Background: an optimization exercise with open tools, aiming at small area, a short achievable clock period and few clock cycles per item. Do not read the settings as production practice. The clock input has no modelled driver; a real chip could not lean on it and would need a root buffer or a full tree. Power figures rest on the tool's default switching activity, not on a simulated workload.

// automaton
module automaton(
    input               clk,
    input               rst,
    input      [31:0]   rule,
    output reg [5:0]    row,
    output reg [5:0]    col,
    output reg          world_we,
    input               world_in,
    output reg          world_out,
    output reg          update_done);
Settings: LEC_CHECK=0, ABC_AREA=1, CAP_MARGIN=20, CORE_MARGIN=2, CORE_UTILIZATION=50, GPL_ROUTABILITY_DRIVEN=1, GPL_TIMING_DRIVEN=1, PLACE_DENSITY=0.6, SLEW_MARGIN=20; clock period 10.0 ns.
standard.sh (not shown) runs the stock make flow with config.mk's settings and CLKGATE_MAP_FILE= SYNTH_SCRIPT=/design/flow/synth_recipe.tcl, a recipe that flattens the netlist after the stock synthesis.
==> flow/flow/run.sh <==
#!/bin/bash
set -euo pipefail
bash standard.sh SETUP_SLACK_MARGIN=7.3 BUFFER_PORTS_ARGS="-buffer_cell sky130_fd_sc_hd__buf_1" PRE_CTS_TCL=$(pwd)/flow/own_cts.tcl OWN_CTS_INV1=sky130_fd_sc_hd__inv_16 OWN_CTS_INV2=sky130_fd_sc_hd__inv_16 finish > standard.log 2>&1
==> flow/flow/own_cts.tcl <==
# Own clock tree, sourced as PRE_CTS_TCL. The clock port drives 4 clock
# buffers directly, and each buffer drives the clock pins of one group of
# flip-flops. With OWN_CTS_INV1 and OWN_CTS_INV2 set, each buffer is instead a
# pair of inverters: the port drives the first, the first drives only the
# second, and the second drives the group. The groups come from two cuts of
# the placed flip-flops: one across x or y, then one across each half the
# other way. The cut positions are searched so that the group with the
# largest estimated load (pin capacitance plus the wire of a minimum spanning
# tree) is as light as it can be. Every flip-flop is the same number of stages
# from the clock port.
# The tree is built in place of TritonCTS, that is after the CTS step's
# repair_clock_inverters (which would otherwise copy the inverters next to
# every flip-flop); the rest of the CTS step (legalisation, repair_timing)
# runs as usual.

# estimated load of a group in fF: 1.8 fF per clock pin, 0.12 fF per um of
# the minimum spanning tree over the pins (Prim)
proc own_cts_cost {pts} {
  set n [llength $pts]
  if {$n == 0} { return 0 }
  set xs [lmap p $pts {lindex $p 0}]
  set ys [lmap p $pts {lindex $p 1}]
  set in [lrepeat $n 0]
  set d [lrepeat $n 1e18]
  lset d 0 0
  set tot 0.0
  for {set k 0} {$k < $n} {incr k} {
    set best -1; set bd 1e18
    for {set i 0} {$i < $n} {incr i} {
      if {![lindex $in $i] && [lindex $d $i] < $bd} { set bd [lindex $d $i]; set best $i }
    }
    lset in $best 1
    set tot [expr {$tot + $bd}]
    set bx [lindex $xs $best]; set by [lindex $ys $best]
    for {set i 0} {$i < $n} {incr i} {
      if {![lindex $in $i]} {
        set dd [expr {abs([lindex $xs $i] - $bx) + abs([lindex $ys $i] - $by)}]
        if {$dd < [lindex $d $i]} { lset d $i $dd }
      }
    }
  }
  return [expr {1.8 * $n + 0.12 * $tot}]
}

# cut a list of {x y iterm} at fraction f along axis (0: x, 1: y)
proc own_cts_cut {pts axis f} {
  set pts [lsort -real -index $axis $pts]
  set k [expr {int(round([llength $pts] * $f))}]
  return [list [lrange $pts 0 [expr {$k - 1}]] [lrange $pts $k end]]
}

proc own_cts_build {} {
  set db [ord::get_db]
  set block [ord::get_db_block]
  set bufcell sky130_fd_sc_hd__clkbuf_16
  if {[info exists ::env(OWN_CTS_BUF)]} { set bufcell $::env(OWN_CTS_BUF) }
  set master [$db findMaster $bufcell]
  set inv1 ""
  if {[info exists ::env(OWN_CTS_INV1)] && [info exists ::env(OWN_CTS_INV2)]} {
    set inv1 [$db findMaster $::env(OWN_CTS_INV1)]
    set inv2 [$db findMaster $::env(OWN_CTS_INV2)]
  }
  set clknet [$block findNet clk]
  set dbu [$block getDbUnitsPerMicron]

  set sinks {}
  foreach it [$clknet getITerms] {
    set bb [[$it getInst] getBBox]
    set x [expr {([$bb xMin] + [$bb xMax]) / 2.0 / $dbu}]
    set y [expr {([$bb yMin] + [$bb yMax]) / 2.0 / $dbu}]
    lappend sinks [list $x $y $it]
  }
  puts "own_cts: [llength $sinks] clock sinks"

  set fracs {0.38 0.40 0.42 0.44 0.46 0.48 0.50 0.52 0.54 0.56 0.58 0.60 0.62}
  set best {}
  set bestcost 1e18
  foreach axis {0 1} {
    foreach f1 $fracs {
      set sub {}
      set worst 0
      foreach h [own_cts_cut $sinks $axis $f1] {
        set hb {}; set hc 1e18
        foreach f2 $fracs {
          set q [own_cts_cut $h [expr {1 - $axis}] $f2]
          set c [expr {max([own_cts_cost [lindex $q 0]], [own_cts_cost [lindex $q 1]])}]
          if {$c < $hc} { set hc $c; set hb $q }
        }
        lappend sub {*}$hb
        set worst [expr {max($worst, $hc)}]
      }
      if {$worst < $bestcost} { set bestcost $worst; set best $sub }
    }
  }
  puts "own_cts: worst estimated group load [format %.1f $bestcost] fF"

  set i 0
  foreach g $best {
    set sx 0.0; set sy 0.0
    foreach p $g { set sx [expr {$sx + [lindex $p 0]}]; set sy [expr {$sy + [lindex $p 1]}] }
    set cx [expr {int($sx / [llength $g] * $dbu)}]
    set cy [expr {int($sy / [llength $g] * $dbu)}]
    set net [odb::dbNet_create $block "clknet_own_$i"]
    $net setSigType CLOCK
    if {$inv1 eq ""} {
      set inst [odb::dbInst_create $block $master "clkbuf_own_$i"]
      [$inst findITerm A] connect $clknet
      [$inst findITerm X] connect $net
      set placed [list $inst]
    } else {
      set a [odb::dbInst_create $block $inv1 "clkinv_own_a$i"]
      set b [odb::dbInst_create $block $inv2 "clkinv_own_b$i"]
      set mid [odb::dbNet_create $block "clknet_own_m$i"]
      $mid setSigType CLOCK
      [$a findITerm A] connect $clknet
      [$a findITerm Y] connect $mid
      [$b findITerm A] connect $mid
      [$b findITerm Y] connect $net
      set placed [list $b $a]
    }
    foreach p $g {
      set it [lindex $p 2]
      $it disconnect
      $it connect $net
    }
    set dx 0
    foreach inst $placed {
      $inst setLocation [expr {$cx + $dx}] $cy
      $inst setPlacementStatus PLACED
      set dx [expr {$dx + [[$inst getMaster] getWidth]}]
    }
    puts "own_cts: group $i at ($cx, $cy): [llength $g] sinks, estimated [format %.1f [own_cts_cost $g]] fF"
    incr i
  }
}

rename clock_tree_synthesis tritoncts_unused
proc clock_tree_synthesis {args} {
  own_cts_build
  puts "own_cts: clock tree built by own_cts.tcl, TritonCTS skipped"
  set_propagated_clock [all_clocks]
}
Rerun with:
==> flow/flow/run.sh (replaced) <==
#!/bin/bash
set -euo pipefail
bash standard.sh SETUP_SLACK_MARGIN=7.0 BUFFER_PORTS_ARGS="-buffer_cell sky130_fd_sc_hd__buf_1" PRE_CTS_TCL=$(pwd)/flow/own_cts.tcl  finish > standard.log 2>&1
After rerunning:
- via count shrinks by a few percent
- total power shrinks by a few percent
- maximum frequency goes up by a few percent
- final area went down by a few percent
- setup slack is better by 0.080 ns
Rerun with:
==> flow/flow/run.sh (replaced) <==
#!/bin/bash
set -euo pipefail
bash standard.sh SETUP_SLACK_MARGIN=7.3 BUFFER_PORTS_ARGS="-buffer_cell sky130_fd_sc_hd__buf_1" PRE_CTS_TCL=$(pwd)/flow/own_cts.tcl  finish > standard.log 2>&1
Area after synthesis stays the same.
Total power rises by 3.0%.
Global-route usage grows by 0.38 points.
Setup slack is worse by 0.033 ns.
Final cell count is higher by 0.60%.
Via count goes up by 4.8%.
Combinational power rose by 7.2%.
Design area came out higher by 1.8%.
Synthesized cell count stays the same.
Sequential share of layout area drops by 0.65 points.
Wire length increases by 4.6%.
No functional check of the RTL was part of any run of this note. In every run of this note, the design's own scripts or RTL, not TritonCTS, make the clock network.

-- afterwards: timing with drivers on the ports --
The flow's constraints put no driver on any port. The routed layouts listed below were extracted and timed again, unchanged, in two steps. Step 1 assumes that a clkbuf_16 drives the clock port and a buf_2 every other input. Step 2 times the ports against the registers' clock, not the clock port: input delays grow and output delays shrink by t, the midpoint of the rising clock arrivals with the driver on. Three values: ideal, step 1, step 2; two values: the first two.
| run | t, ns | setup WS [ns] | pins driven straight from the clock port |
|---|---|---|---|
| the first run | 0.268 | 6.801 / 6.915 / 6.648 | 4 |
| the second run | 0.230 | 6.881 / 6.905 / 6.675 | 4 |
| the third run | 0.233 | 6.848 / 6.877 / 6.644 | 4 |
After both steps setup and hold are still met in every run listed. The setup slack of the second run, which loses most, moves by +0.024 ns with the drivers and by -0.206 ns with both steps.
